This is an optimization exercise on Yosys and OpenROAD, whose aim is small area and a short achievable clock period, not a production implementation. The RTL was checked by simulation tests, not by an equivalence proof against the original design.

==> flow/design.v, too long to show whole: its modules and the start of the top module <==
// module mul_a: 42 lines
// module mul_b: 57 lines
// module mul24: 1547 lines
// module fa_cell: 4 lines
// module han_cell: 4 lines
// module add_pre: 39 lines
// module adder32: 90 lines
// module PE: 60 lines
module PE (input [31:0] x, input [31:0] w, input [31:0] acc, output reg [31:0] res, input clk, output reg [31:0] wout);
  // ...
==> flow/flow/run.sh <==
#!/bin/bash
# The standard layout, with two changes to how it is made:
# - repair_timing is asked to keep a setup margin (flow/margin.txt, in ns), so
#   that the timing repair also works on paths that already meet the clock;
# - the port buffers that buffer_ports inserts on every input and output are
#   sky130_fd_sc_hd__buf_2 cells instead of its default delay-buffer cell.
# make's full output goes to flow_make.log; each ORFS step keeps its own log
# under orfs/logs.
set -euo pipefail
MARGIN=$(cat flow/margin.txt)
bash standard.sh SETUP_SLACK_MARGIN=$MARGIN \
  "BUFFER_PORTS_ARGS=-buffer_cell sky130_fd_sc_hd__buf_2" finish > flow_make.log 2>&1
==> flow/flow/margin.txt <==
11
==> flow/standard.sh <==
#!/bin/bash
# synth_recipe.tcl (not shown) runs the flow's synth.tcl, then flattens the netlist and writes it again
# the make line also repeats each setting of config.mk as NAME=value (left out here)
make -C /OpenROAD-flow-scripts/flow DESIGN_CONFIG=/design/flow/config.mk WORK_HOME=/design/flow/orfs CLKGATE_MAP_FILE= SYNTH_SCRIPT=/design/flow/synth_recipe.tcl "${@:-finish}"
==> flow/config.mk <==
export PLATFORM = sky130hd
export DESIGN_NAME = PE
export DESIGN_NICKNAME = PE
export VERILOG_FILES = /design/flow/design.v
export SDC_FILE = /design/flow/constraint.sdc
export NUM_CORES = 4
export LEC_CHECK = 0
export CAP_MARGIN = 20
export CORE_MARGIN = 2
export CORE_UTILIZATION = 60
export SLEW_MARGIN = 20
export SYNTH_HIERARCHICAL = 1
export SYNTH_MINIMUM_KEEP_SIZE = 0
==> flow/constraint.sdc <==
create_clock -name core_clock -period 18.0 [get_ports {clk}]
set_input_delay 3.6000 -clock core_clock [delete_from_list [all_inputs] [get_ports {clk}]]
set_output_delay 3.6000 -clock core_clock [all_outputs]
set_load 0.01 [all_outputs]
==> out/metrics.cfg, run 1 <==
[sta]
grt_setup_unrepaired=yes
skew_ns=0.02831
setup_tns_ns=0
hold_ws_ns=0.6061

[worst_setup_path]
path_depth=16
r2r-end=res[22]
regToRegStartpoint=fx_q[4]
max_stage_delay_ns=0.61

[final_layout]
largestClassByArea=multi-input gates
multi_input_area_um2=31430
mostFrequentLayoutCells=nand2_1 (789), fa_1 (462), inv_1 (387), nor2_1 (260), a21oi_1 (220)
areaGrowthSynthToFinish_pct=6.271
final_common_cell=nand2_1
fin_area_um2=41370
seq_share_pct=10.24
nonClkBufAreaFrac_pct=5.296

[detailed_routing]
routed_wl_mm=145.2
firstDrtPassIters=7
dr_wl_met3_mm=15.55

[grt]
antenna_found_initial=1
grt_pass1_wl_mm=216.9

[floorplan]
rows=93
initial_core_util_pct=60.49
core_um2=64350
die_h_um=258.7
die-area_um2=66930

[clock_tree]
tritoncts=built
cts_setup_buffers=9
clockBufferDepth=3
hold_buffers=0

[hold_path]
min_path_cells=2
min_to=res[19]

[outcome]
status=complete, no violations

[synth]
syn-instance-count=4644

==> module adder32, before the edit <==
module adder32 (input sx, input sy, input [7:0] ex, input [22:0] fx,
                input [26:0] sh, input d_0, input d_le1,
                input r_nan, input r_inf, input r_zz, input r_pass,
                output reg [31:0] z);
  wire        sub = sx ^ sy;
  wire        a_eq = d_0 & (fx == sh[25:3]);
  wire [26:0] mx  = {1'b1, fx, 3'b000};
  wire [27:0] t   = sub ? ({1'b0, mx} - {1'b0, sh}) : ({1'b0, mx} + {1'b0, sh});
  wire        c   = t[27];
  wire        n1  = ~t[27] & ~t[26];
  wire [23:0] mf  = c ? t[27:4] : (n1 ? {t[25:4], t[2], 1'b0} : {t[26:4], t[2]});
  wire        gf  = c ? t[3] : t[2];
  wire        rf  = c ? t[2] : t[1];
  wire        stf = c ? (t[1] | t[0]) : t[0];
  wire        incf = gf & (rf | stf | mf[0]);
  wire        ecf;
  wire [8:0]  exm = {1'b0, ex} - 9'd1;
  wire [8:0]  ex1 = {1'b0, ex} + 9'd1;
  wire [8:0]  ex2 = {1'b0, ex} + 9'd2;
  wire [7:0]  ef0 = c ? ex1[7:0] : (n1 ? exm[7:0] : ex);
  wire [7:0]  ef1 = c ? ex2[7:0] : (n1 ? ex : ex1[7:0]);
  wire        uf0 = ~c & (n1 ? (ex < 8'd2) : (ex == 8'd0));
  wire        uf1 = ~c & n1 & (ex == 8'd0);
  wire        of0 = c & (ex == 8'd254);
  wire        of1 = c ? (ex >= 8'd253) : (~n1 & (ex == 8'd254));
  wire [7:0]  ef  = ecf ? ef1 : ef0;
  wire        uff = ecf ? uf1 : uf0;
  wire        off = ecf ? of1 : of0;
  wire [24:0] xn  = {1'b1, fx, 1'b0};
  wire [24:0] yn  = sh[26:2];
  wire [25:0] t1  = {1'b0, xn} - {1'b0, yn};
  wire [25:0] t2  = {1'b0, yn} - {1'b0, xn};
  wire        neg = t1[25];
  wire [24:0] tn  = neg ? t2[24:0] : t1[24:0];
  wire        sn  = neg ? sy : sx;
  wire [23:0] mn  = {tn[24:2], tn[0]};
  wire [23:0] m1  = {t1[24:2], t1[0]};
  wire [23:0] m2  = {t2[24:2], t2[0]};
  reg  [4:0]  lz1, lz2;
  integer i;
  always @* begin
    lz1 = 5'd24;
    lz2 = 5'd24;
    for (i = 0; i < 24; i = i + 1) begin
      if (m1[i]) lz1 = 5'd23 - i[4:0];
      if (m2[i]) lz2 = 5'd23 - i[4:0];
    end
  end
  wire [4:0]  lz   = neg ? lz2 : lz1;
  wire [23:0] mnn  = mn << lz;
  wire        lz0  = mn[23];
  wire [8:0]  exl  = {1'b0, ex} - {4'd0, lz};
  wire [7:0]  en   = lz0 ? ex : exl[7:0];
  reg  [23:0] topmask;
  integer n;
  always @* begin
    for (n = 0; n < 24; n = n + 1)
      topmask[n] = ({1'b0, ex} > (9'd23 - n));
  end
  wire        ufn  = ~|(mn & topmask) & ((|mn) | (ex < 8'd25));
  wire        ofn  = 1'b0;
  wire        near = sub & d_le1;
  wire [23:0] mi  = near ? mn : mf;
  wire        ii  = near ? tn[0] : incf;
  wire [23:0] mi1 = mi + {23'd0, ii};
  assign ecf = incf & (mf == 24'hfffffe);
  wire        sr = near ? sn : sx;
  wire [23:0] mr = (near & ~lz0) ? mnn : mi1;
  wire [7:0]  er = near ? en : ef;
  wire        uf = near ? ufn : uff;
  wire        of = near ? ofn : off;
  always @* begin
    if (r_nan)
      z = 32'hffc00000;
    else if (r_inf)
      z = {sx, 8'hff, 23'd0};
    else if (r_zz)
      z = {sx & sy, 31'd0};
    else if (r_pass)
      z = {sx, ex, fx};
    else if (a_eq & sub)
      z = 32'd0;
    else if (uf)
      z = 32'd0;
    else if (of)
      z = {sr, 8'hff, 23'd0};
    else
      z = {sr, er, mr[22:0]};
  end
endmodule
==> inputs of run 2 (changes only) <==
--- a/flow/design.v
+++ b/flow/design.v
@@ -1727,19 +1727,13 @@
   wire [24:0] tn  = neg ? t2[24:0] : t1[24:0];
   wire        sn  = neg ? sy : sx;
   wire [23:0] mn  = {tn[24:2], tn[0]};
-  wire [23:0] m1  = {t1[24:2], t1[0]};
-  wire [23:0] m2  = {t2[24:2], t2[0]};
-  reg  [4:0]  lz1, lz2;
+  reg  [4:0]  lz;
   integer i;
   always @* begin
-    lz1 = 5'd24;
-    lz2 = 5'd24;
-    for (i = 0; i < 24; i = i + 1) begin
-      if (m1[i]) lz1 = 5'd23 - i[4:0];
-      if (m2[i]) lz2 = 5'd23 - i[4:0];
-    end
+    lz = 5'd24;
+    for (i = 0; i < 24; i = i + 1)
+      if (mn[i]) lz = 5'd23 - i[4:0];
   end
-  wire [4:0]  lz   = neg ? lz2 : lz1;
   wire [23:0] mnn  = mn << lz;
   wire        lz0  = mn[23];
   wire [8:0]  exl  = {1'b0, ex} - {4'd0, lz};
==> out/metrics.cfg, run 2 <==
[placed_design]
placedInstanceArea_um2=37660  ; was 38810 µm²
dp.cells=5142  ; was 5347
gp_congestion=1.026  ; was 1.054
io_buffers=160  ; unchanged
dp_hpwl_mm=99.18  ; was 106.7 mm

[hold_path]
hold_path.class=reg -> reg  ; unchanged

[floorplan]
initial_core_util_pct=60.34  ; was 60.49%
ios=161  ; unchanged
core_um2=62740  ; was 64350 µm²
die_w_um=255.2  ; was 258.7 µm
die-area_um2=65110  ; was 66930 µm²
die_h_um=255.2  ; was 258.7 µm
rows=92  ; was 93

[detailed_routing]
firstDrtPassIters=8  ; was 7
vias=34200  ; was 36490
route.detailed.wl_per_inst_um=25.54  ; was 26.65 µm
drt_iter0_markers=3920  ; was 4720
viasPerCell=6.531  ; was 6.698
routed_wl_mm=133.8  ; was 145.2 mm
ant_nets=0  ; unchanged
drc=0  ; unchanged

[final_layout]
antenna_cells=0  ; unchanged
areaGrowthSynthToFinish_pct=5.339  ; was 6.271%
fillers=5528  ; was 5518
drive_above_1_share_pct=13.62  ; was 13.09%
reg_top3=cn_q (33), sn_q (33)  ; unchanged
fin_area_um2=39870  ; was 41370 µm²
final_common_cell=nand2_1  ; unchanged
mostFrequentLayoutCells=nand2_1 (781), fa_1 (467), inv_1 (390), nor2_1 (240), a21oi_1 (208)  ; was nand2_1 (789), fa_1 (462), inv_1 (387), nor2_1 (260), a21oi_1 (220)
num-nets-final=5175  ; was 5377
instances_no_fill=5237  ; was 5448

[clock_tree]
tritoncts=built  ; unchanged
clk_pin_slew_ns=0.06  ; about the same
cts_sinks=211  ; unchanged
clockBufferDepth=3  ; unchanged
worst_skew_pair.late_latency_ns=0.60  ; was 0.59 ns
cts_made_buffers=27  ; was 26
h-tree-depth=1  ; unchanged
ctsRootBufferMaster=clkbuf_16  ; unchanged

[worst_setup_path]
critPathKind=in -> reg  ; unchanged
critPathCaptureType=flip-flop  ; unchanged
worstPathArrival_ns=7.47  ; was 7.49 ns
crit_path_start_kind=input pin  ; unchanged
crit_path_max_fanout=5  ; was 7
crit_required_ns=18.44  ; about the same

[outcome]
status=complete, no violations  ; unchanged

[sta]
slew-limit-headroom_pct=34.23  ; was 18.79%
skew_ns=0.03072  ; was 0.02831 ns
timing_hold_violations_final=0  ; unchanged
slew_violations=0  ; unchanged
tightest_slew_ns=0.9776  ; was 1.205 ns
timing.final.crit_share_pct=39.08  ; was 39.13%
fmax_mhz=142.1  ; was 142.0 MHz
hold_ws_ns=0.5698  ; was 0.6061 ns
fin_crit_ns=7.035  ; was 7.044 ns
grt_setup_unrepaired=yes  ; unchanged
setup_viol=0  ; unchanged
setup_tns_ns=0  ; unchanged

[synth]
avgSynthCellArea_um2=8.533  ; was 8.382 µm²
syn-cell-area_um2=37850  ; was 38930 µm²
syn-instance-count=4436  ; was 4644
synth_warnings=10  ; unchanged

[grt]
first_global_vias=33520  ; was 36060
grt_max_degree=45  ; was 53
grt-ovfl-total=0  ; unchanged
grt_pass1_wl_mm=201.6  ; was 216.9 mm
grtUsageTotal_pct=40.97  ; was 42.38%
antenna_found_initial=7  ; was 1

[job]
max_cap_viol_count=0  ; unchanged

-- run 2: metrics by stage --
step / setup slack, ns / utilization (%)
final: 10.97 / 63.56
after global routing: 10.89 / 63.56
after CTS: 10.84 / 62.41
after detailed placement: 9.763 / 60.03
after global placement: 9.804 / 60.03
after floorplan: 10.80 / -
-- run 2: area by class of cell --
class | count | area [µm²] | share of cell area (%)
Clock inverter | 13 | 221.5 | 0.5554
Timing Repair inverter | 1 | 5.005 | 0.01255
Sequential cell | 211 | 4229 | 10.61
Tap cell | 846 | 1059 | 2.655
Inverter | 402 | 1519 | 3.810
Multi-Input combinational cell | 3491 | 30320 | 76.03
Timing Repair Buffer | 237 | 1783 | 4.472
Clock buffer | 36 | 739.5 | 1.855
-- run 2: repair_timing --
action,in CTS,in global routing
cloned,3,1
resized for setup,79,121
hold buffers,0,0
setup buffers,20,22
pin swaps,9,20
endpoints found under the setup margin,65,58
-- run 2: metal layers --
layer / share of wire [%] / global-route usage, % / up-vias
li1: - / - / 14910
met3: 9.6 / 7.526 / 517
met4: 7.2 / 24.93 / 10
met5: 0.051 / 0 / -
met2: 45 / 65.40 / 2105
met1: 38 / 51.90 / 16660
-- run 2: path summary, 6_finish.rpt --
| check | from | cells past startpoint | endpoint | slack, ns |
|---|---|---|---|---|
| worst max-delay path | acc[23] | 18 | sh_q[0] | 10.97 |
| worst min-delay path | mnan_q | 1 | rnan_q | 0.57 |
| worst max register to register | fx_q[18] | 20 | res[22] | 11.07 |
| worst min register to register | mnan_q | 1 | rnan_q | 0.57 |
-- run 2: worst max-delay path: stages --
cell and delay [ns]:
buf_8 0.09, ha_4 0.12, inv_2 0.03, fa_2 0.39, a211oi_4 0.36, o211ai_2 0.17, or4_4 0.58, o311a_4 0.39
a211oi_4 0.20, buf_12 0.16, buf_12 0.11, buf_12 0.10, buf_12 0.09, mux4_2 0.33, mux2i_4 0.20, o22ai_1 0.12
a32oi_1 0.27, o311ai_1 0.15
==> module mul_b, before the edit <==
module mul_b (input [47:15] sn, input [47:15] cn, input c15, input [8:0] e2, input s,
              input in_nan, input in_inf, input in_zero, input st,
              output        zs,      
              output [7:0]  ze,      
              output [22:0] zf,      
              output        zzero,   
              output        zinf,    
              output        znan,    
              output [9:0]  f0,      
              output [1:0]  k);
  wire [47:15] ps = ~sn;
  wire [47:15] pc = ~cn;
  wire [47:15] p = ps + pc + {32'd0, c15};
  wire        hi = p[47];
  wire        g  = p[23];
  wire        r  = p[22];
  wire [47:15] h = ps ^ pc;
  wire [47:15] gg = ps & pc;
  wire [47:16] q = h[47:16] ^ gg[46:15];
  reg  [22:0] q_run;    
  integer j;
  always @* begin
    q_run[0] = 1'b1;
    for (j = 1; j < 23; j = j + 1)
      q_run[j] = &(q[46:25] | ~({22{1'b1}} >> (22 - j)));
  end
  wire        inc_hi = g & (r | st | p[24]);
  wire        inc_lo = g & (r | st);
  wire [22:0] carry_hi = {23{inc_hi}} & ({q_run[21:0], 1'b1} & {{22{p[24]}}, 1'b1});
  wire [22:0] f_hi = p[46:24] ^ carry_hi;
  wire [22:0] f_lo = {p[45:24], inc_lo};
  wire        ones_46_26 = &q[46:26];
  wire        ec_lo = inc_lo & p[24] & q[25] & ones_46_26;
  wire        ec = ~hi & ec_lo;
  wire [9:0]  tm = {1'b0, e2} - 10'd1;
  wire [9:0]  t0 = {1'b0, e2};
  wire [9:0]  tp = {1'b0, e2} + 10'd1;
  wire        uf_m = tm[9] | (tm < 10'd127);
  wire        uf_0 = t0 < 10'd127;
  wire        uf_p = tp < 10'd127;
  wire        of_m = ~tm[9] & (tm > 10'd380);
  wire        of_0 = t0 > 10'd380;
  wire        of_p = tp > 10'd380;
  assign k   = {1'b0, hi} + {1'b0, ec};
  wire        uf = (k == 2'd0) ? uf_m : (k == 2'd1) ? uf_0 : uf_p;
  wire        of = (k == 2'd0) ? of_m : (k == 2'd1) ? of_0 : of_p;
  wire [7:0]  ec0 = tm[7:0] + 8'd130;
  wire [7:0]  ec1 = t0[7:0] + 8'd130;
  wire [7:0]  ec2 = tp[7:0] + 8'd130;
  assign f0  = tm - 10'd126;
  assign znan  = in_nan;
  assign zinf  = ~in_nan & (in_inf | (~in_zero & ~uf & of));
  assign zzero = ~in_nan & ~in_inf & (in_zero | uf);
  assign zs = in_nan | (s & ~(~in_inf & ~in_zero & uf));
  assign ze = (k == 2'd0) ? ec0 : (k == 2'd1) ? ec1 : ec2;
  assign zf = hi ? f_hi : f_lo;
endmodule
==> inputs of run 3 (changes only) <==
--- a/flow/design.v
+++ b/flow/design.v
@@ -52,7 +52,9 @@
               output [1:0]  k);
   wire [47:15] ps = ~sn;
   wire [47:15] pc = ~cn;
-  wire [47:15] p = ps + pc + {32'd0, c15};
+  wire [47:15] p;
+  wire        p_co;
+  skl_add #(33) u_cpa (.a(ps), .b(pc), .ci(c15), .s(p), .co(p_co));
   wire        hi = p[47];
   wire        g  = p[23];
   wire        r  = p[22];
@@ -97,6 +99,33 @@
   assign ze = (k == 2'd0) ? ec0 : (k == 2'd1) ? ec1 : ec2;
   assign zf = hi ? f_hi : f_lo;
 endmodule
+module skl_add #(parameter W = 8) (input [W-1:0] a, input [W-1:0] b, input ci,
+                                  output [W-1:0] s, output co);
+  localparam L = (W >= 64) ? 7 : (W >= 32) ? 6 : (W >= 16) ? 5 : (W >= 8) ? 4 : (W >= 4) ? 3 : (W >= 2) ? 2 : 1;
+  wire [W:0] g0 = {a & b, ci};
+  wire [W:0] p0 = {a ^ b, 1'b0};
+  wire [W:0] g [0:L];
+  wire [W:0] p [0:L];
+  assign g[0] = g0;
+  assign p[0] = p0;
+  genvar l, i;
+  generate
+    for (l = 0; l < L; l = l + 1) begin : lvl
+      for (i = 0; i <= W; i = i + 1) begin : node
+        if ((i >> l) & 1) begin : comb
+          localparam integer J = ((i >> l) << l) - 1;
+          assign g[l + 1][i] = g[l][i] | (p[l][i] & g[l][J]);
+          assign p[l + 1][i] = p[l][i] & p[l][J];
+        end else begin : pass
+          assign g[l + 1][i] = g[l][i];
+          assign p[l + 1][i] = p[l][i];
+        end
+      end
+    end
+  endgenerate
+  assign s  = p0[W:1] ^ g[L][W-1:0];
+  assign co = g[L][W];
+endmodule
 module mul24 (input [23:0] a, input [23:0] b, output [47:0] sn, output [47:0] cn);
   wire [23:0] an = ~a;
   wire [23:0] bn = ~b;
@@ -1698,7 +1727,9 @@
   wire        sub = sx ^ sy;
   wire        a_eq = d_0 & (fx == sh[25:3]);
   wire [26:0] mx  = {1'b1, fx, 3'b000};
-  wire [27:0] t   = sub ? ({1'b0, mx} - {1'b0, sh}) : ({1'b0, mx} + {1'b0, sh});
+  wire [27:0] t;
+  wire        t_co;
+  skl_add #(28) u_far (.a({1'b0, mx}), .b({1'b0, sh} ^ {28{sub}}), .ci(sub), .s(t), .co(t_co));
   wire        c   = t[27];
   wire        n1  = ~t[27] & ~t[26];
   wire [23:0] mf  = c ? t[27:4] : (n1 ? {t[25:4], t[2], 1'b0} : {t[26:4], t[2]});
@@ -1721,8 +1752,10 @@
   wire        off = ecf ? of1 : of0;
   wire [24:0] xn  = {1'b1, fx, 1'b0};
   wire [24:0] yn  = sh[26:2];
-  wire [25:0] t1  = {1'b0, xn} - {1'b0, yn};
-  wire [25:0] t2  = {1'b0, yn} - {1'b0, xn};
+  wire [25:0] t1, t2;
+  wire        t1_co, t2_co;
+  skl_add #(26) u_n1 (.a({1'b0, xn}), .b(~{1'b0, yn}), .ci(1'b1), .s(t1), .co(t1_co));
+  skl_add #(26) u_n2 (.a({1'b0, yn}), .b(~{1'b0, xn}), .ci(1'b1), .s(t2), .co(t2_co));
   wire        neg = t1[25];
   wire [24:0] tn  = neg ? t2[24:0] : t1[24:0];
   wire        sn  = neg ? sy : sx;
==> out/metrics.cfg, run 3 <==
[worst_setup_path]
critical-path-top-delay-family=compound AO/OA/AOI/OAI gates  ; unchanged
worstPathArrival_ns=7.61  ; was 7.47 ns
crit_path_start_kind=input pin  ; unchanged
cpMaxStageDelayCell=a221o_2  ; was or4_4
critPathCaptureType=flip-flop  ; unchanged
cp_num_buf_inv=5  ; was 6
crit_path_cell_trace=buf_8 > ha_4 > inv_2 > fa_2 > a211o_1 > a2111oi_2 > nand3b_4 > and4_4 > nand4_4 > xnor2_4 > mux2i_4 > a221o_2 > buf_6 > buf_8 > buf_16 > mux2i_2 > mux2_4 > mux2_2 > nor2_2  ; was buf_8 > ha_4 > inv_2 > fa_2 > a211oi_4 > o211ai_2 > or4_4 > o311a_4 > a211oi_4 > buf_12 > buf_12 > buf_12 > buf_12 > mux4_2 > mux2i_4 > o22ai_1 > a32oi_1 > o311ai_1
crit_path_max_fanout=7  ; was 5
cp_common_cell=buf_8  ; was buf_12
crit_required_ns=18.53  ; was 18.44 ns
critPathKind=in -> reg  ; unchanged
max_stage_delay_ns=0.44  ; was 0.58 ns

[synth]
syn-cell-area_um2=36880  ; was 37850 µm²
synth_warnings=13  ; was 10
syn-instance-count=4205  ; was 4436
avgSynthCellArea_um2=8.771  ; was 8.533 µm²

[detailed_routing]
dr_wl_met3_mm=10.18  ; was 12.88 mm
ant_nets=0  ; unchanged
drc=0  ; unchanged
drt_iter0_markers=2581  ; was 3920
viasPerCell=6.211  ; was 6.531
routed_wl_mm=118.1  ; was 133.8 mm
wl_met1_mm=46.15  ; was 50.50 mm
vias=31170  ; was 34200
dr_wl_met2_mm=55.98  ; was 60.74 mm
route.detailed.wl_per_inst_um=23.54  ; was 25.54 µm
top_layer=met5  ; unchanged
firstDrtPassIters=8  ; unchanged

[sta]
slew-limit-headroom_pct=31.09  ; was 34.23%
fin_crit_ns=7.072  ; was 7.035 ns
slew_violations=0  ; unchanged
fmax_mhz=141.4  ; was 142.1 MHz
timing.final.crit_share_pct=39.29  ; was 39.08%
setup_viol=0  ; unchanged
setup_tns_ns=0  ; unchanged
tightest_slew_ns=1.034  ; was 0.9776 ns
timing_hold_violations_final=0  ; unchanged
skew_ns=0.05872  ; was 0.03072 ns
grt_setup_unrepaired=yes  ; unchanged

[final_layout]
areaGrowthSynthToFinish_pct=7.334  ; was 5.339%
final_common_cell=nand2_1  ; unchanged
fin_util_pct=65.35  ; was 63.56%
drive_above_1_share_pct=13.84  ; was 13.62%
instances_no_fill=5018  ; was 5237
mostFrequentLayoutCells=nand2_1 (731), fa_1 (471), inv_1 (391), ha_1 (213), dfxtp_1 (211)  ; was nand2_1 (781), fa_1 (467), inv_1 (390), nor2_1 (240), a21oi_1 (208)
num-nets-final=5032  ; was 5175
reg_top3=cn_q (33), sn_q (33)  ; unchanged

[outcome]
status=complete, no violations  ; unchanged

[placed_design]
gp_congestion=1.030  ; was 1.026
io_buffers=160  ; unchanged
dp.cells=4893  ; was 5142
dp_hpwl_mm=85.95  ; was 99.18 mm

[job]
max_cap_viol_count=0  ; unchanged

[clock_tree]
clockBufferDepth=3  ; unchanged
ctsRootBufferMaster=clkbuf_16  ; unchanged
cts_sinks=211  ; unchanged
worst_skew_pair.late_latency_ns=0.61  ; was 0.60 ns
tritoncts=built  ; unchanged
cts_made_buffers=28  ; was 27
h-tree-depth=1  ; unchanged
clk_pin_slew_ns=0.06  ; about the same

[hold_path]
hold_path.class=reg -> reg  ; unchanged

[floorplan]
core_um2=60580  ; was 62740 µm²
initial_core_util_pct=60.88  ; was 60.34%
ios=161  ; unchanged
rows=90  ; was 92
die-area_um2=63470  ; was 65110 µm²
die_h_um=251.9  ; was 255.2 µm
die_w_um=251.9  ; was 255.2 µm

[grt]
first_global_vias=30980  ; was 33520
antenna_found_initial=10  ; was 7
grtUsageTotal_pct=36.83  ; was 40.97%
grt_pass1_wl_mm=180.6  ; was 201.6 mm
grt_max_degree=47  ; was 45
grt-ovfl-total=0  ; unchanged

==> run 3: routing by layer <==
metal | global-route usage (%) | vias up
li1 | - | 14060
met1 | 47.85 | 15240
met2 | 61.44 | 1498
met3 | 5.313 | 359
met4 | 15.98 | 12
met5 | 0 | -
==> run 3: area by class of cell <==
type / instances / area, µm²
antenna: 3 / 7.507
tap: 782 / 978.4
fill: 5200 / 20990
multi-input combinational: 3312 / 29610
clock buffer: 37 / 774.5
inverter: 396 / 1496
clock inverter: 15 / 185.2
timing repair buffer: 262 / 2308
sequential: 211 / 4224
==> run 3: repair_timing <==
item	4_1_cts	5_1_grt
buffers inserted	13	46
pin swaps	5	27
gates resized for setup	87	181
gates cloned	3	8
setup endpoints to repair	77	70
hold buffers	0	0
==> run 3: worst paths after layout <==
path                            slack (ns)  startpoint  endpoint  depth (start not counted)
worst min-delay path                  0.60      mnan_q   rpass_q                          1
worst max-delay path                 10.93     acc[23]  sh_q[11]                         19
worst max register to register       11.16    sn_q[19]   sh_q[0]                         27
worst min register to register        0.60      mnan_q   rpass_q                          1
==> run 3: per-stage QoR <==
step | hold WS [ns] | cell area, µm² | setup WS, ns
floorplan | 0.4462 | 37090 | 10.85
global placement | 0.5540 | 36820 | 9.751
detailed placement | 0.5574 | 36820 | 9.688
CTS | 0.5597 | 38270 | 10.98
global route | 0.6313 | 39580 | 10.77
finish | 0.5985 | 39590 | 10.93
==> run 3: worst register-to-register path, cell delays in order, from the launching register on <==
cell,delay (ns)
dfxtp_1,0.30
inv_1,0.04
ha_1,0.31
a21o_1,0.21
or3_1,0.35
o211ai_2,0.33
nand4b_2,0.21
a32o_2,0.35
a21bo_2,0.23
nand2_1,0.07
nand2b_1,0.06
fa_1,0.46
xor2_4,0.20
buf_4,0.23
a21oi_4,0.45
or4_4,0.22
nand3b_1,0.09
nor3b_2,0.19
nor2_1,0.25
nand2_1,0.12
o311a_4,0.48
clkbuf_16,0.21
mux2i_1,0.16
mux2i_1,0.31
mux2i_2,0.18
or4b_1,0.49
and4_1,0.19
o2111ai_1,0.07
==> module add_pre, before the edit <==
module add_pre (input as, input [7:0] ae, input [22:0] af,
                input a_zero, input a_inf, input a_nan,
                input [9:0] f0, input [1:0] k, input [31:0] b,
                output sx, output sy, output [7:0] ex, output [22:0] fx,
                output [26:0] sh, output d_0, output d_le1,
                output r_nan, output r_inf, output r_zz, output r_pass);
  wire        sb = b[31];
  wire [7:0]  eb = b[30:23];
  wire [22:0] bf = b[22:0];
  wire        fb_nz = |bf;
  wire        b_max = &eb;
  wire        b_zero = ~|eb & ~fb_nz;
  wire [9:0] p0 = f0 - {2'b0, eb};
  wire [9:0] n0 = {2'b0, eb} - f0;
  wire [9:0] p1 = p0 + 10'd1;
  wire [9:0] p2 = p0 + 10'd2;
  wire [9:0] n1 = n0 - 10'd1;
  wire [9:0] n2 = n0 - 10'd2;
  wire [7:0] d0 = p0[9] ? n0[7:0] : p0[7:0];
  wire [7:0] d1 = p1[9] ? n1[7:0] : p1[7:0];
  wire [7:0] d2 = p2[9] ? n2[7:0] : p2[7:0];
  wire       xa = (k == 2'd0) ? ~p0[9] : (k == 2'd1) ? ~p1[9] : ~p2[9];
  wire [7:0] d = (k == 2'd0) ? d0 : (k == 2'd1) ? d1 : d2;
  assign d_0   = ~|d;
  assign d_le1 = ~|d[7:1];
  assign r_nan  = a_nan | (b_max & fb_nz);
  assign r_inf  = ~r_nan & (a_inf | b_max);
  assign r_zz   = ~r_nan & ~r_inf & a_zero & b_zero;
  assign r_pass = ~r_nan & ~r_inf & (a_zero ^ b_zero);
  wire       xs = a_inf | (~b_max & (b_zero | (~a_zero & xa)));
  assign sx = xs ? as : sb;
  assign sy = xs ? sb : as;
  assign ex = xs ? ae : eb;
  assign fx = xs ? af : bf;
  wire [22:0] fy = xs ? bf : af;
  wire [26:0] my  = {1'b1, fy, 3'b000};
  wire [26:0] sh0 = ((|d[7:5]) | (d[4:0] > 5'd26)) ? 27'd0 : (my >> d[4:0]);
  assign sh = {sh0[26:1], sh0[0] | sh0[1]};
endmodule
==> inputs of run 4 (changes only) <==
--- a/flow/design.v
+++ b/flow/design.v
@@ -1717,8 +1717,7 @@
   assign fx = xs ? af : bf;
   wire [22:0] fy = xs ? bf : af;
   wire [26:0] my  = {1'b1, fy, 3'b000};
-  wire [26:0] sh0 = ((|d[7:5]) | (d[4:0] > 5'd26)) ? 27'd0 : (my >> d[4:0]);
-  assign sh = {sh0[26:1], sh0[0] | sh0[1]};
+  assign sh = (|d[7:5]) ? 27'd0 : (my >> d[4:0]);
 endmodule
 module adder32 (input sx, input sy, input [7:0] ex, input [22:0] fx,
                 input [26:0] sh, input d_0, input d_le1,
@@ -1726,10 +1725,11 @@
                 output reg [31:0] z);
   wire        sub = sx ^ sy;
   wire        a_eq = d_0 & (fx == sh[25:3]);
+  wire [26:0] sha = {sh[26:1], sh[0] | sh[1]};
   wire [26:0] mx  = {1'b1, fx, 3'b000};
   wire [27:0] t;
   wire        t_co;
-  skl_add #(28) u_far (.a({1'b0, mx}), .b({1'b0, sh} ^ {28{sub}}), .ci(sub), .s(t), .co(t_co));
+  skl_add #(28) u_far (.a({1'b0, mx}), .b({1'b0, sha} ^ {28{sub}}), .ci(sub), .s(t), .co(t_co));
   wire        c   = t[27];
   wire        n1  = ~t[27] & ~t[26];
   wire [23:0] mf  = c ? t[27:4] : (n1 ? {t[25:4], t[2], 1'b0} : {t[26:4], t[2]});
==> out/metrics.cfg, run 4 <==
[outcome]
status=failed layout checks  ; was complete, no violations
check.faults=max-slew violations

[detailed_routing]
firstDrtPassIters=6  ; was 8
vias=32170  ; was 31170
routed_wl_mm=125.4  ; was 118.1 mm
drc=0  ; unchanged
viasPerCell=6.334  ; was 6.211
route.detailed.wl_per_inst_um=24.70  ; was 23.54 µm
ant_nets=0  ; unchanged
drt_iter0_markers=3042  ; was 2581

[floorplan]
die_w_um=253.0  ; was 251.9 µm
initial_core_util_pct=60.50  ; was 60.88%
die-area_um2=64000  ; was 63470 µm²
die_h_um=253.0  ; was 251.9 µm
ios=161  ; unchanged
rows=91  ; was 90
core_um2=61480  ; was 60580 µm²

[worst_setup_path]
rrSetupSlack_ns=11.19  ; was 11.16 ns
regToRegStartpoint=sh_q[5]  ; was sn_q[19]
worstPathArrival_ns=7.67  ; was 7.61 ns
r2r-end=res[29]  ; was sh_q[0]
critPathKind=in -> reg  ; unchanged
endpoint=sh_q[2]  ; was sh_q[11]
crit_required_ns=18.48  ; was 18.53 ns
worstRegToRegCells=26  ; was 27
crit_path_max_fanout=7  ; unchanged
critPathLaunch=acc[23]  ; unchanged
crit_path_start_kind=input pin  ; unchanged
critPathCaptureType=flip-flop  ; unchanged

[placed_design]
io_buffers=160  ; unchanged
pre_cts_ws_ns=9.060  ; was 9.688 ns
dp.cells=4910  ; was 4893
gp_congestion=1.016  ; was 1.030
dp_hpwl_mm=88.87  ; was 85.95 mm

[final_layout]
drive_above_1_share_pct=16.52  ; was 13.84%
fillers=5221  ; was 5200
instances_no_fill=5078  ; was 5018
areaGrowthSynthToFinish_pct=9.375  ; was 7.334%
num-nets-final=5085  ; was 5032
mostFrequentLayoutCells=nand2_1 (712), fa_1 (456), inv_1 (386), ha_1 (212), dfxtp_1 (206)  ; was nand2_1 (731), fa_1 (471), inv_1 (391), ha_1 (213), dfxtp_1 (211)
final_common_cell=nand2_1  ; unchanged
regArea_um2=4230  ; was 4224 µm²
multi_input_area_um2=30040  ; was 29610 µm²
reg_top3=cn_q (33), sn_q (33)  ; unchanged

[sta]
setup_viol=0  ; unchanged
hold_ws_ns=0.5701  ; was 0.5985 ns
grt_setup_unrepaired=yes  ; unchanged
slew_violations=13  ; was 0
skew_ns=0.03118  ; was 0.05872 ns
timing.final.crit_share_pct=39.97  ; was 39.29%
tightest_slew_ns=1.990  ; was 1.034 ns
fmax_mhz=139.0  ; was 141.4 MHz
setup_tns_ns=0  ; unchanged
fin_ws_ns=10.80  ; was 10.93 ns
timing_hold_violations_final=0  ; unchanged
slew-limit-headroom_pct=-36.43  ; was 31.09%
fin_crit_ns=7.195  ; was 7.072 ns

[grt]
grt_max_degree=67  ; was 47
antenna_found_initial=9  ; was 10
met3_usage_pct=7.514  ; was 5.313%
busiest_layer=met2  ; unchanged
met2_usage_pct=62.72  ; was 61.44%
use_met1_pct=48.89  ; was 47.85%
grtUsageTotal_pct=38.35  ; was 36.83%
grt_pass1_wl_mm=187.0  ; was 180.6 mm
first_global_vias=31630  ; was 30980
grt-ovfl-total=0  ; unchanged

[clock_tree]
h-tree-depth=1  ; unchanged
cts_made_buffers=28  ; unchanged
worst_skew_pair.late_latency_ns=0.61  ; about the same
cts_sinks=211  ; unchanged
ctsRootBufferMaster=clkbuf_16  ; unchanged
clockBufferDepth=3  ; unchanged
clk_pin_slew_ns=0.07  ; was 0.06 ns
tritoncts=built  ; unchanged

[job]
max_cap_viol_count=0  ; unchanged

[synth]
avgSynthCellArea_um2=8.841  ; was 8.771 µm²
synth_warnings=13  ; unchanged
syn-cell-area_um2=37200  ; was 36880 µm²
syn-instance-count=4207  ; was 4205

[hold_path]
hold_path.class=reg -> reg  ; unchanged

[run 4: through the flow]
stage                     instance area (µm²)  util, %
final                                   40680    66.17
after global routing                    40680    66.17
after CTS                               39060    63.52
after detailed placement                37200    60.50
after global placement                  37200    60.50
after floorplan                         37420        -
[run 4: worst min-delay path by stage]
stage | slack (ns) | from | cells past startpoint | to
global route | 0.62 | fx_q[0] | 2 | res[0]
floorplan | 0.47 | rnan_q | 2 | res[31]
finish | 0.57 | sx_q | 2 | res[31]
detailed placement | 0.55 | sx_q | 2 | res[31]
CTS | 0.57 | sx_q | 2 | res[31]
global placement | 0.55 | sx_q | 2 | res[31]
[run 4: layer usage]
| layer | wire [µm] | part of all wire [%] |
|---|---|---|
| met5 | 94 | 0.075 |
| met4 | 7790 | 6.2 |
| met3 | 13330 | 11 |
| met1 | 47350 | 38 |
| met2 | 56840 | 45 |
[run 4: area by class of cell]
cell class | count | area share (%)
sequential | 211 | 10.40
multi-input combinational | 3308 | 73.83
clock buffer | 32 | 1.784
tap | 790 | 2.430
clock inverter | 20 | 0.7566
timing repair buffer | 319 | 7.077
antenna | 1 | 0.006151
inverter | 397 | 3.715
[run 4: critical path, cell delays in order]
cell and delay (ns):
buf_8 0.08, ha_4 0.12, inv_2 0.03, fa_2 0.34
a21o_1 0.23, a221oi_4 0.30, xnor2_2 0.18, or3b_4 0.42
or4_4 0.54, a31oi_4 0.28, buf_12 0.18, buf_8 0.13
mux4_2 0.36, mux4_2 0.53, a32oi_1 0.21, o211ai_1 0.12
[run 4: repair_timing]
action                     CTS  global route
resized for setup          145           168
gates cloned                 5            12
pin swaps                   18            49
buffers inserted            19            79
setup endpoints to repair   98            55
hold buffers                 0             0
==> module PE, before the edit <==
module PE (input [31:0] x, input [31:0] w, input [31:0] acc, output reg [31:0] res, input clk, output reg [31:0] wout);
  wire [47:15] sn, cn;
  wire        c15;
  wire [8:0]  e2;
  wire        ms, mnan, minf, mzero, mst;
  reg  [47:15] sn_q, cn_q;
  reg         c15_q;
  reg  [8:0]  e2_q;
  reg         ms_q, mnan_q, minf_q, mzero_q, mst_q;
  mul_a ma (.a(x), .b(w), .sn(sn), .cn(cn), .c15(c15), .e2(e2), .s(ms), .in_nan(mnan), .in_inf(minf),
            .in_zero(mzero), .st(mst));
  wire        ps, pzero, pinf, pnan;
  wire [7:0]  pe;
  wire [22:0] pf;
  wire [9:0]  f0;
  wire [1:0]  k;
  wire        sx, sy, rnan, rinf, rzz, rpass;
  wire [7:0]  ex;
  wire        d_0, d_le1;
  wire [22:0] fx;
  wire [26:0] sh;
  reg         sx_q, sy_q, rnan_q, rinf_q, rzz_q, rpass_q;
  reg  [7:0]  ex_q;
  reg         d0_q, dle1_q;
  reg  [22:0] fx_q;
  reg  [26:0] sh_q;
  mul_b mb (.sn(sn_q), .cn(cn_q), .c15(c15_q), .e2(e2_q), .s(ms_q), .in_nan(mnan_q), .in_inf(minf_q),
            .in_zero(mzero_q), .st(mst_q), .zs(ps), .ze(pe), .zf(pf), .zzero(pzero), .zinf(pinf),
            .znan(pnan), .f0(f0), .k(k));
  add_pre p1 (.as(ps), .ae(pe), .af(pf), .a_zero(pzero), .a_inf(pinf), .a_nan(pnan),
              .f0(f0), .k(k), .b(acc), .sx(sx), .sy(sy), .ex(ex), .fx(fx), .sh(sh), .d_0(d_0), .d_le1(d_le1),
              .r_nan(rnan), .r_inf(rinf), .r_zz(rzz), .r_pass(rpass));
  wire [31:0] sum;
  adder32 a1 (.sx(sx_q), .sy(sy_q), .ex(ex_q), .fx(fx_q), .sh(sh_q), .d_0(d0_q), .d_le1(dle1_q),
              .r_nan(rnan_q), .r_inf(rinf_q), .r_zz(rzz_q), .r_pass(rpass_q), .z(sum));
  always @(posedge clk) begin
    wout    <= w;
    sn_q    <= sn;
    cn_q    <= cn;
    c15_q   <= c15;
    e2_q    <= e2;
    ms_q    <= ms;
    mnan_q  <= mnan;
    minf_q  <= minf;
    mzero_q <= mzero;
    mst_q   <= mst;
    sx_q    <= sx;
    sy_q    <= sy;
    ex_q    <= ex;
    fx_q    <= fx;
    sh_q    <= sh;
    d0_q    <= d_0;
    dle1_q  <= d_le1;
    rnan_q  <= rnan;
    rinf_q  <= rinf;
    rzz_q   <= rzz;
    rpass_q <= rpass;
    res     <= sum;
  end
endmodule
==> inputs of run 5 (changes only) <==
--- a/flow/design.v
+++ b/flow/design.v
@@ -1685,7 +1685,8 @@
                 input a_zero, input a_inf, input a_nan,
                 input [9:0] f0, input [1:0] k, input [31:0] b,
                 output sx, output sy, output [7:0] ex, output [22:0] fx,
-                output [26:0] sh, output d_0, output d_le1,
+                output [22:0] fy, output [4:0] dsh, output dz,
+                output d_0, output d_le1,
                 output r_nan, output r_inf, output r_zz, output r_pass);
   wire        sb = b[31];
   wire [7:0]  eb = b[30:23];
@@ -1715,21 +1716,23 @@
   assign sy = xs ? sb : as;
   assign ex = xs ? ae : eb;
   assign fx = xs ? af : bf;
-  wire [22:0] fy = xs ? bf : af;
-  wire [26:0] my  = {1'b1, fy, 3'b000};
-  assign sh = (|d[7:5]) ? 27'd0 : (my >> d[4:0]);
+  assign fy = xs ? bf : af;
+  assign dsh = d[4:0];
+  assign dz  = |d[7:5];
 endmodule
 module adder32 (input sx, input sy, input [7:0] ex, input [22:0] fx,
-                input [26:0] sh, input d_0, input d_le1,
+                input [22:0] fy, input [4:0] dsh, input dz, input d_0, input d_le1,
                 input r_nan, input r_inf, input r_zz, input r_pass,
-                output reg [31:0] z);
+                output reg [31:0] z, output zinc, output [4:0] zlz);
   wire        sub = sx ^ sy;
-  wire        a_eq = d_0 & (fx == sh[25:3]);
-  wire [26:0] sha = {sh[26:1], sh[0] | sh[1]};
+  wire        a_eq = d_0 & (fx == fy);
+  wire [26:0] my  = {1'b1, fy, 3'b000};
+  wire [26:0] sh0 = dz ? 27'd0 : (my >> dsh);
+  wire [26:0] sh  = {sh0[26:1], sh0[0] | sh0[1]};
   wire [26:0] mx  = {1'b1, fx, 3'b000};
   wire [27:0] t;
   wire        t_co;
-  skl_add #(28) u_far (.a({1'b0, mx}), .b({1'b0, sha} ^ {28{sub}}), .ci(sub), .s(t), .co(t_co));
+  skl_add #(28) u_far (.a({1'b0, mx}), .b({1'b0, sh} ^ {28{sub}}), .ci(sub), .s(t), .co(t_co));
   wire        c   = t[27];
   wire        n1  = ~t[27] & ~t[26];
   wire [23:0] mf  = c ? t[27:4] : (n1 ? {t[25:4], t[2], 1'b0} : {t[26:4], t[2]});
@@ -1751,7 +1754,7 @@
   wire        uff = ecf ? uf1 : uf0;
   wire        off = ecf ? of1 : of0;
   wire [24:0] xn  = {1'b1, fx, 1'b0};
-  wire [24:0] yn  = sh[26:2];
+  wire [24:0] yn  = dsh[0] ? {2'b01, fy} : {1'b1, fy, 1'b0};
   wire [25:0] t1, t2;
   wire        t1_co, t2_co;
   skl_add #(26) u_n1 (.a({1'b0, xn}), .b(~{1'b0, yn}), .ci(1'b1), .s(t1), .co(t1_co));
@@ -1767,10 +1770,8 @@
     for (i = 0; i < 24; i = i + 1)
       if (mn[i]) lz = 5'd23 - i[4:0];
   end
-  wire [23:0] mnn  = mn << lz;
   wire        lz0  = mn[23];
-  wire [8:0]  exl  = {1'b0, ex} - {4'd0, lz};
-  wire [7:0]  en   = lz0 ? ex : exl[7:0];
+  wire [7:0]  en   = ex;
   reg  [23:0] topmask;
   integer n;
   always @* begin
@@ -1782,13 +1783,16 @@
   wire        near = sub & d_le1;
   wire [23:0] mi  = near ? mn : mf;
   wire        ii  = near ? tn[0] : incf;
-  wire [23:0] mi1 = mi + {23'd0, ii};
   assign ecf = incf & (mf == 24'hfffffe);
   wire        sr = near ? sn : sx;
-  wire [23:0] mr = (near & ~lz0) ? mnn : mi1;
+  wire [23:0] mr = mi;
+  wire        mr_inc = ~(near & ~lz0) & ii;
   wire [7:0]  er = near ? en : ef;
   wire        uf = near ? ufn : uff;
   wire        of = near ? ofn : off;
+  wire normal = ~r_nan & ~r_inf & ~r_zz & ~r_pass & ~(a_eq & sub) & ~uf & ~of;
+  assign zinc = normal & mr_inc;
+  assign zlz  = (normal & near & ~lz0) ? lz : 5'd0;
   always @* begin
     if (r_nan)
       z = 32'hffc00000;
@@ -1808,7 +1812,7 @@
       z = {sr, er, mr[22:0]};
   end
 endmodule
-module PE (input [31:0] x, input [31:0] w, input [31:0] acc, output reg [31:0] res, input clk, output reg [31:0] wout);
+module PE (input [31:0] x, input [31:0] w, input [31:0] acc, output [31:0] res, input clk, output reg [31:0] wout);
   wire [47:15] sn, cn;
   wire        c15;
   wire [8:0]  e2;
@@ -1828,21 +1832,33 @@
   wire [7:0]  ex;
   wire        d_0, d_le1;
   wire [22:0] fx;
-  wire [26:0] sh;
+  wire [22:0] fy;
+  wire [4:0]  dsh;
+  wire        dz;
   reg         sx_q, sy_q, rnan_q, rinf_q, rzz_q, rpass_q;
   reg  [7:0]  ex_q;
   reg         d0_q, dle1_q;
   reg  [22:0] fx_q;
-  reg  [26:0] sh_q;
+  reg  [22:0] fy_q;
+  reg  [4:0]  dsh_q;
+  reg         dz_q;
   mul_b mb (.sn(sn_q), .cn(cn_q), .c15(c15_q), .e2(e2_q), .s(ms_q), .in_nan(mnan_q), .in_inf(minf_q),
             .in_zero(mzero_q), .st(mst_q), .zs(ps), .ze(pe), .zf(pf), .zzero(pzero), .zinf(pinf),
             .znan(pnan), .f0(f0), .k(k));
   add_pre p1 (.as(ps), .ae(pe), .af(pf), .a_zero(pzero), .a_inf(pinf), .a_nan(pnan),
-              .f0(f0), .k(k), .b(acc), .sx(sx), .sy(sy), .ex(ex), .fx(fx), .sh(sh), .d_0(d_0), .d_le1(d_le1),
+              .f0(f0), .k(k), .b(acc), .sx(sx), .sy(sy), .ex(ex), .fx(fx), .fy(fy), .dsh(dsh), .dz(dz), .d_0(d_0), .d_le1(d_le1),
               .r_nan(rnan), .r_inf(rinf), .r_zz(rzz), .r_pass(rpass));
   wire [31:0] sum;
-  adder32 a1 (.sx(sx_q), .sy(sy_q), .ex(ex_q), .fx(fx_q), .sh(sh_q), .d_0(d0_q), .d_le1(dle1_q),
-              .r_nan(rnan_q), .r_inf(rinf_q), .r_zz(rzz_q), .r_pass(rpass_q), .z(sum));
+  wire        suminc;
+  wire [4:0]  sumlz;
+  reg  [31:0] res_q;
+  reg         resinc_q;
+  reg  [4:0]  reslz_q;
+  wire [22:0] res_f = res_q[22:0] << reslz_q;
+  assign res = {res_q[31], res_q[30:23] - {3'd0, reslz_q}, res_f + {22'd0, resinc_q}};
+  adder32 a1 (.sx(sx_q), .sy(sy_q), .ex(ex_q), .fx(fx_q), .fy(fy_q), .dsh(dsh_q), .dz(dz_q), .d_0(d0_q), .d_le1(dle1_q),
+              .r_nan(rnan_q), .r_inf(rinf_q), .r_zz(rzz_q), .r_pass(rpass_q), .z(sum),
+              .zinc(suminc), .zlz(sumlz));
   always @(posedge clk) begin
     wout    <= w;
     sn_q    <= sn;
@@ -1858,13 +1874,17 @@
     sy_q    <= sy;
     ex_q    <= ex;
     fx_q    <= fx;
-    sh_q    <= sh;
+    fy_q    <= fy;
+    dsh_q   <= dsh;
+    dz_q    <= dz;
     d0_q    <= d_0;
     dle1_q  <= d_le1;
     rnan_q  <= rnan;
     rinf_q  <= rinf;
     rzz_q   <= rzz;
     rpass_q <= rpass;
-    res     <= sum;
+    res_q    <= sum;
+    resinc_q <= suminc;
+    reslz_q  <= sumlz;
   end
 endmodule
==> out/metrics.cfg, run 5 <==
[grt]
grtUsageTotal_pct=37.76  ; was 38.35%
antenna_found_initial=0  ; was 9
grt_max_degree=62  ; was 67
grt_pass1_wl_mm=183.9  ; was 187.0 mm
grt-ovfl-total=0  ; unchanged
first_global_vias=32020  ; was 31630

[sta]
timing.final.crit_share_pct=38.76  ; was 39.97%
fmax_mhz=143.3  ; was 139.0 MHz
tightest_slew_ns=1.211  ; was 1.990 ns
setup_viol=0  ; unchanged
slew-limit-headroom_pct=19.29  ; was -36.43%
timing_hold_violations_final=0  ; unchanged
skew_ns=0.04841  ; was 0.03118 ns
setup_tns_ns=0  ; unchanged
fin_crit_ns=6.977  ; was 7.195 ns
slew_violations=0  ; was 13
grt_setup_unrepaired=yes  ; unchanged

[synth]
syn-cell-area_um2=36730  ; was 37200 µm²
synth_warnings=13  ; unchanged
avgSynthCellArea_um2=8.969  ; was 8.841 µm²
syn-instance-count=4095  ; was 4207

[detailed_routing]
wl_met1_mm=44.51  ; was 47.35 mm
routed_wl_mm=120.4  ; was 125.4 mm
firstDrtPassIters=6  ; unchanged
dr_wl_met3_mm=11.41  ; was 13.33 mm
vias=30850  ; was 32170
route.detailed.wl_per_inst_um=24.69  ; was 24.70 µm
viasPerCell=6.327  ; was 6.334
drc=0  ; unchanged
top_layer=met4  ; was met5
ant_nets=0  ; unchanged
drt_iter0_markers=2896  ; was 3042
dr_wl_met2_mm=57.75  ; was 56.84 mm

[outcome]
status=complete, no violations  ; was failed layout checks

[final_layout]
fillers=5023  ; was 5221
num-nets-final=4892  ; was 5085
reg_top3=cn_q (33), sn_q (33)  ; unchanged
drive_above_1_share_pct=13.95  ; was 16.52%
areaGrowthSynthToFinish_pct=5.713  ; was 9.375%
mostFrequentLayoutCells=nand2_1 (706), fa_1 (462), inv_1 (393), nor2_1 (220), ha_1 (216)  ; was nand2_1 (712), fa_1 (456), inv_1 (386), ha_1 (212), dfxtp_1 (206)
antenna_cells=0  ; was 1
final_common_cell=nand2_1  ; unchanged

[worst_setup_path]
crit_path_start_kind=input pin  ; unchanged
cpMaxStageDelayCell=fa_1  ; was or4_4
cp_common_cell=fa_2
critPathLaunch=x[20]  ; was acc[23]
r2r-end=res_q[24]  ; was res[29]
crit_required_ns=18.53  ; was 18.48 ns
endpoint=cn_q[26]  ; was sh_q[2]
crit_path_max_fanout=26  ; was 7
crit_path_cell_trace=buf_4 > nand2_1 > fa_2 > fa_1 > fa_1 > fa_2 > fa_2 > fa_1 > fa_2  ; was buf_8 > ha_4 > inv_2 > fa_2 > a21o_1 > a221oi_4 > xnor2_2 > or3b_4 > or4_4 > a31oi_4 > buf_12 > buf_8 > mux4_2 > mux4_2 > a32oi_1 > o211ai_1
worstRegToRegCells=28  ; was 26
rrSetupSlack_ns=11.22  ; was 11.19 ns
critPathCaptureType=flip-flop  ; unchanged
regToRegStartpoint=dsh_q[0]  ; was sh_q[5]
max_stage_delay_ns=0.62  ; was 0.54 ns
critPathKind=in -> reg  ; unchanged
worstPathArrival_ns=7.50  ; was 7.67 ns

[clock_tree]
h-tree-depth=1  ; unchanged
worst_skew_pair.late_latency_ns=0.62  ; was 0.61 ns
cts_sinks=219  ; was 211
cts_made_buffers=30  ; was 28
clk_pin_slew_ns=0.07  ; about the same
hold_buffers=0  ; unchanged
clockBufferDepth=3  ; unchanged
tritoncts=built  ; unchanged
ctsRootBufferMaster=clkbuf_16  ; unchanged

[floorplan]
core_um2=60470  ; was 61480 µm²
die_w_um=251.4  ; was 253.0 µm
ios=161  ; unchanged
rows=90  ; was 91
initial_core_util_pct=60.74  ; was 60.50%
die-area_um2=63210  ; was 64000 µm²
die_h_um=251.4  ; was 253.0 µm

[placed_design]
dp_hpwl_mm=87.90  ; was 88.87 mm
io_buffers=160  ; unchanged
gp_congestion=0.9871  ; was 1.016

[hold_path]
hold_path.class=reg -> reg  ; unchanged

[job]
max_cap_viol_count=0  ; unchanged

run 5: final cells by class:
| type | count | area (µm²) | area share [%] |
|---|---|---|---|
| Multi-Input combinational cell | 3191 | 28970 | 74.62 |
| Sequential cell | 219 | 4392 | 11.31 |
| Tap cell | 782 | 978.4 | 2.520 |
| Inverter | 402 | 1525 | 3.928 |
| Clock buffer | 40 | 858.3 | 2.211 |
| Timing Repair Buffer | 226 | 1864 | 4.802 |
| Clock inverter | 16 | 235.2 | 0.6058 |
run 5: what timing repair did:
action / CTS / global route
setup buffers: 22 / 15
setup endpoints to repair: 70 / 89
gates cloned: 7 / 3
pin swaps: 7 / 20
resized for setup: 109 / 92
run 5: worst max-delay path, delay by kind of cell:
kind,cells,cell delay (ns)
simple gates,1,0.16
buf+inv,1,0.37
fa+ha+maj,7,3.34
run 5: metal layers:
| metal | vias up | global-route usage, % |
|---|---|---|
| met5 | - | 0 |
| met1 | 15100 | 46.10 |
| met3 | 497 | 7.665 |
| met4 | 0 | 18.86 |
| li1 | 13510 | - |
| met2 | 1745 | 63.78 |
run 5: per-stage QoR:
stage | utilization [%] | hold slack (ns) | setup WS [ns] | instance area [µm²] | std cells
after floorplan | - | 0.4561 | 10.84 | 36900 | 4109
after global placement | 60.31 | 0.5420 | 8.673 | 36470 | 4773
after detailed placement | 60.31 | 0.5524 | 8.263 | 36470 | 4773
after CTS | 63.31 | 0.5898 | 11.00 | 38280 | 4858
after global routing | 64.21 | 0.6438 | 10.96 | 38830 | 4876
final | 64.21 | 0.5900 | 11.02 | 38830 | 4876
run 5: worst min-delay path by stage:
stage,cells after the start,startpoint,end
2_1_floorplan,2,rnan_q,res_q[22]
3_3_place_gp,2,sx_q,res_q[31]
3_5_place_dp,2,sx_q,res_q[31]
4_1_cts,2,sx_q,res_q[31]
5_1_grt,2,sx_q,res_q[31]
6_report,2,sx_q,res_q[31]
==> inputs of run 6 (changes only) <==
--- a/flow/design.v
+++ b/flow/design.v
@@ -1685,7 +1685,7 @@
                 input a_zero, input a_inf, input a_nan,
                 input [9:0] f0, input [1:0] k, input [31:0] b,
                 output sx, output sy, output [7:0] ex, output [22:0] fx,
-                output [22:0] fy, output [4:0] dsh, output dz,
+                output [26:0] shc, output [2:0] dsh,
                 output d_0, output d_le1,
                 output r_nan, output r_inf, output r_zz, output r_pass);
   wire        sb = b[31];
@@ -1716,18 +1716,18 @@
   assign sy = xs ? sb : as;
   assign ex = xs ? ae : eb;
   assign fx = xs ? af : bf;
-  assign fy = xs ? bf : af;
-  assign dsh = d[4:0];
-  assign dz  = |d[7:5];
+  wire [22:0] fy = xs ? bf : af;
+  wire [26:0] my = {1'b1, fy, 3'b000};
+  assign shc = (|d[7:5]) ? 27'd0 : (my >> {d[4:3], 3'b000});
+  assign dsh = d[2:0];
 endmodule
 module adder32 (input sx, input sy, input [7:0] ex, input [22:0] fx,
-                input [22:0] fy, input [4:0] dsh, input dz, input d_0, input d_le1,
+                input [26:0] shc, input [2:0] dsh, input d_0, input d_le1,
                 input r_nan, input r_inf, input r_zz, input r_pass,
                 output reg [31:0] z, output zinc, output [4:0] zlz);
   wire        sub = sx ^ sy;
-  wire        a_eq = d_0 & (fx == fy);
-  wire [26:0] my  = {1'b1, fy, 3'b000};
-  wire [26:0] sh0 = dz ? 27'd0 : (my >> dsh);
+  wire        a_eq = d_0 & (fx == shc[25:3]);
+  wire [26:0] sh0 = shc >> dsh;
   wire [26:0] sh  = {sh0[26:1], sh0[0] | sh0[1]};
   wire [26:0] mx  = {1'b1, fx, 3'b000};
   wire [27:0] t;
@@ -1754,7 +1754,7 @@
   wire        uff = ecf ? uf1 : uf0;
   wire        off = ecf ? of1 : of0;
   wire [24:0] xn  = {1'b1, fx, 1'b0};
-  wire [24:0] yn  = dsh[0] ? {2'b01, fy} : {1'b1, fy, 1'b0};
+  wire [24:0] yn  = dsh[0] ? {1'b0, shc[26:3]} : shc[26:2];
   wire [25:0] t1, t2;
   wire        t1_co, t2_co;
   skl_add #(26) u_n1 (.a({1'b0, xn}), .b(~{1'b0, yn}), .ci(1'b1), .s(t1), .co(t1_co));
@@ -1783,7 +1783,10 @@
   wire        near = sub & d_le1;
   wire [23:0] mi  = near ? mn : mf;
   wire        ii  = near ? tn[0] : incf;
-  assign ecf = incf & (mf == 24'hfffffe);
+  wire        fe_c  = (&t[27:5]) & ~t[4];
+  wire        fe_n1 = (&t[25:4]) & t[2];
+  wire        fe_0  = (&t[26:4]) & ~t[2];
+  assign ecf = incf & (c ? fe_c : (n1 ? fe_n1 : fe_0));
   wire        sr = near ? sn : sx;
   wire [23:0] mr = mi;
   wire        mr_inc = ~(near & ~lz0) & ii;
@@ -1832,21 +1835,19 @@
   wire [7:0]  ex;
   wire        d_0, d_le1;
   wire [22:0] fx;
-  wire [22:0] fy;
-  wire [4:0]  dsh;
-  wire        dz;
+  wire [26:0] shc;
+  wire [2:0]  dsh;
   reg         sx_q, sy_q, rnan_q, rinf_q, rzz_q, rpass_q;
   reg  [7:0]  ex_q;
   reg         d0_q, dle1_q;
   reg  [22:0] fx_q;
-  reg  [22:0] fy_q;
-  reg  [4:0]  dsh_q;
-  reg         dz_q;
+  reg  [26:0] shc_q;
+  reg  [2:0]  dsh_q;
   mul_b mb (.sn(sn_q), .cn(cn_q), .c15(c15_q), .e2(e2_q), .s(ms_q), .in_nan(mnan_q), .in_inf(minf_q),
             .in_zero(mzero_q), .st(mst_q), .zs(ps), .ze(pe), .zf(pf), .zzero(pzero), .zinf(pinf),
             .znan(pnan), .f0(f0), .k(k));
   add_pre p1 (.as(ps), .ae(pe), .af(pf), .a_zero(pzero), .a_inf(pinf), .a_nan(pnan),
-              .f0(f0), .k(k), .b(acc), .sx(sx), .sy(sy), .ex(ex), .fx(fx), .fy(fy), .dsh(dsh), .dz(dz), .d_0(d_0), .d_le1(d_le1),
+              .f0(f0), .k(k), .b(acc), .sx(sx), .sy(sy), .ex(ex), .fx(fx), .shc(shc), .dsh(dsh), .d_0(d_0), .d_le1(d_le1),
               .r_nan(rnan), .r_inf(rinf), .r_zz(rzz), .r_pass(rpass));
   wire [31:0] sum;
   wire        suminc;
@@ -1856,7 +1857,7 @@
   reg  [4:0]  reslz_q;
   wire [22:0] res_f = res_q[22:0] << reslz_q;
   assign res = {res_q[31], res_q[30:23] - {3'd0, reslz_q}, res_f + {22'd0, resinc_q}};
-  adder32 a1 (.sx(sx_q), .sy(sy_q), .ex(ex_q), .fx(fx_q), .fy(fy_q), .dsh(dsh_q), .dz(dz_q), .d_0(d0_q), .d_le1(dle1_q),
+  adder32 a1 (.sx(sx_q), .sy(sy_q), .ex(ex_q), .fx(fx_q), .shc(shc_q), .dsh(dsh_q), .d_0(d0_q), .d_le1(dle1_q),
               .r_nan(rnan_q), .r_inf(rinf_q), .r_zz(rzz_q), .r_pass(rpass_q), .z(sum),
               .zinc(suminc), .zlz(sumlz));
   always @(posedge clk) begin
@@ -1874,9 +1875,8 @@
     sy_q    <= sy;
     ex_q    <= ex;
     fx_q    <= fx;
-    fy_q    <= fy;
+    shc_q   <= shc;
     dsh_q   <= dsh;
-    dz_q    <= dz;
     d0_q    <= d_0;
     dle1_q  <= d_le1;
     rnan_q  <= rnan;
==> out/metrics.cfg, run 6 <==
[clock_tree]
ctsRootBufferMaster=clkbuf_16  ; unchanged
tritoncts=built  ; unchanged
h-tree-depth=1  ; unchanged
clockBufferDepth=3  ; unchanged
cts_sinks=220  ; was 219
cts_made_buffers=28  ; was 30
worst_skew_pair.late_latency_ns=0.59  ; was 0.62 ns
hold_buffers=0  ; unchanged

[floorplan]
core_um2=60470  ; unchanged
die_h_um=251.4  ; about the same
ios=161  ; unchanged
die_w_um=251.4  ; about the same
rows=90  ; unchanged
initial_core_util_pct=60.71  ; was 60.74%
die-area_um2=63180  ; was 63210 µm²

[sta]
fin_crit_ns=7.022  ; was 6.977 ns
setup_viol=0  ; unchanged
slew_violations=0  ; unchanged
timing_hold_violations_final=0  ; unchanged
timing.final.crit_share_pct=39.01  ; was 38.76%
grt_setup_unrepaired=yes  ; unchanged
slew-limit-headroom_pct=32.04  ; was 19.29%

[grt]
first_global_vias=31650  ; was 32020
antenna_found_initial=2  ; was 0
grt-ovfl-total=0  ; unchanged
grtUsageTotal_pct=35.53  ; was 37.76%
grt_pass1_wl_mm=176.0  ; was 183.9 mm

[detailed_routing]
routed_wl_mm=113.2  ; was 120.4 mm
drc=0  ; unchanged
ant_nets=0  ; unchanged
viasPerCell=6.297  ; was 6.327
route.detailed.wl_per_inst_um=23.24  ; was 24.69 µm
firstDrtPassIters=6  ; unchanged
vias=30680  ; was 30850

[final_layout]
mostFrequentLayoutCells=nand2_1 (723), fa_1 (465), inv_1 (400), dfxtp_1 (217), ha_1 (215)  ; was nand2_1 (706), fa_1 (462), inv_1 (393), nor2_1 (220), ha_1 (216)
reg_top3=cn_q (33), sn_q (33)  ; unchanged
areaGrowthSynthToFinish_pct=4.550  ; was 5.713%
fin_area_um2=38380  ; was 38830 µm²
fin_util_pct=63.47  ; was 64.21%
num-nets-final=4888  ; was 4892

[hold_path]
min_path_cells=2  ; unchanged
hold_path.class=reg -> reg  ; unchanged
hp-start=sx_q  ; unchanged

[worst_setup_path]
critical-path-top-delay-family=compound AO/OA/AOI/OAI gates  ; was adder cells
cp_num_buf_inv=3  ; was 1
max_stage_delay_ns=0.58  ; was 0.62 ns
cpMaxStageDelayCell=mux4_1  ; was fa_1
critPathCaptureType=primary output  ; was flip-flop
critPathKind=reg -> out  ; was in -> reg
worstPathArrival_ns=3.42  ; was 7.50 ns
crit_required_ns=14.40  ; was 18.53 ns
worstRegToRegCells=25  ; was 28
crit_path_cell_trace=buf_12 > buf_8 > mux4_1 > a22oi_1 > or2_4 > nor3b_4 > o211a_4 > and4b_1 > xor2_1 > buf_2  ; was buf_4 > nand2_1 > fa_2 > fa_1 > fa_1 > fa_2 > fa_2 > fa_1 > fa_2
rrSetupSlack_ns=11.44  ; was 11.22 ns
r2r-end=res_q[0]  ; was res_q[24]
regToRegStartpoint=dsh_q[0]  ; unchanged
crit_path_max_fanout=7  ; was 26
crit_path_start_kind=flip-flop  ; was input pin

[synth]
syn-instance-count=4113  ; was 4095
avgSynthCellArea_um2=8.925  ; was 8.969 µm²
syn-cell-area_um2=36710  ; was 36730 µm²
synth_warnings=13  ; unchanged

[outcome]
status=complete, no violations  ; unchanged

[job]
max_cap_viol_count=0  ; unchanged

[placed_design]
dp_hpwl_mm=84.17  ; was 87.90 mm
pre_cts_ws_ns=9.985  ; was 8.263 ns
io_buffers=160  ; unchanged
gp_congestion=1.002  ; was 0.9871
placedInstanceArea_um2=36510  ; was 36470 µm²

==> run 6: cell count changes in the layout (fill, tap and decap cells not counted), sizes merged, moves of 12 or more <==
cell and change:
buf -12, nor2 -53, o211ai +34, xnor2 -35
nand4 +12, xor2 +35, mux2i +36, o21ai +18
a22o +12, mux2 -42, a21oi -15, nand2 +16
==> run 6: timing repair <==
action | 4_1_cts | 5_1_grt
gates cloned | 2 | 2
buffers inserted | 6 | 22
endpoints found under the setup margin | 102 | 108
gates resized for setup | 72 | 89
pin swaps | 6 | 15
==> run 6: final cells by class <==
class / instances / area, µm²
Multi-Input combinational cell: 3200 / 28890
Fill cell: 5136 / 22090
Sequential cell: 220 / 4410
Timing Repair Buffer: 210 / 1572
Inverter: 405 / 1531
Tap cell: 782 / 978.4
Clock buffer: 37 / 804.5
Clock inverter: 14 / 182.7
Antenna cell: 3 / 7.507
Timing Repair inverter: 1 / 5.005
==> run 6: how the worst max path moves through the flow <==
stage	cells past startpoint	slack [ns]	to	start
final	10	10.98	res[22]	reslz_q[0]
after global routing	12	10.84	res[22]	reslz_q[0]
after CTS	12	10.98	res[20]	reslz_q[0]
after detailed placement	16	9.99	d0_q	acc[23]
after floorplan	10	10.84	cn_q[26]	w[1]
after global placement	16	9.99	d0_q	acc[23]
==> run 6: layer usage <==
| layer | vias up | global-route usage [%] | share of wire [%] |
|---|---|---|---|
| met5 | - | 0 | 0 |
| met4 | 0 | 14.81 | 4.4 |
| met3 | 355 | 6.264 | 9.1 |
| li1 | 13550 | - | - |
| met2 | 1639 | 59.28 | 47 |
| met1 | 15130 | 45.73 | 39 |
==> run 6: metrics by stage <==
step	instances	hold WS [ns]
global placement	4786	0.6217
detailed placement	4786	0.6177
finish	4872	0.5890
CTS	4845	0.6158
floorplan	4127	0.4535
global route	4871	0.6530
==> run 6: tightest hold or removal path: cells and delay by family, from the launching register on <==
family | cells | cell delay, ns
simple gates | 1 | 0.10
compound gates | 1 | 0.09
flops | 1 | 0.35

## afterwards: timing with drivers on the ports
How much do the figures lean on ideal ports? The routed layouts below were timed once more, with nothing changed but the port constraints.
Step 1: set_driving_cell puts a clkbuf_16 on clk and a buf_2 on each other input, an assumption about the parent block.
Step 2, shift: input delay + t, output delay - t, t = (earliest + latest rising clock arrival at the registers) / 2. This alone moves slack from input paths to output paths.
a / b / c = ideal / step 1 / step 2; a / b = the first two.
run | t (ns) | setup WS [ns] | worst hold slack (ns) | worst slew at a driven data input, ns
run 1 | 0.639 | 10.956 / 10.978 / 10.339 | 0.606 / 0.606 / 0.606 | 0.08
run 2 | 0.659 | 10.965 / 10.983 / 10.325 | 0.570 / 0.570 / 0.570 | 0.06
run 3 | 0.636 | 10.928 / 10.929 / 10.293 | 0.599 / 0.599 / 0.599 | 0.16
run 4 | 0.657 | 10.804 / 10.820 / 10.163 | 0.570 / 0.570 / 0.570 | 0.15
run 5 | 0.659 | 11.023 / 11.012 / 10.396 | 0.590 / 0.590 / 0.590 | 0.08
run 6 | 0.651 | 10.978 / 10.916 / 10.425 | 0.589 / 0.589 / 0.589 | 0.07
For run 4, which loses most, drivers alone change the setup slack by +0.016 ns; drivers and shift together by -0.641 ns.
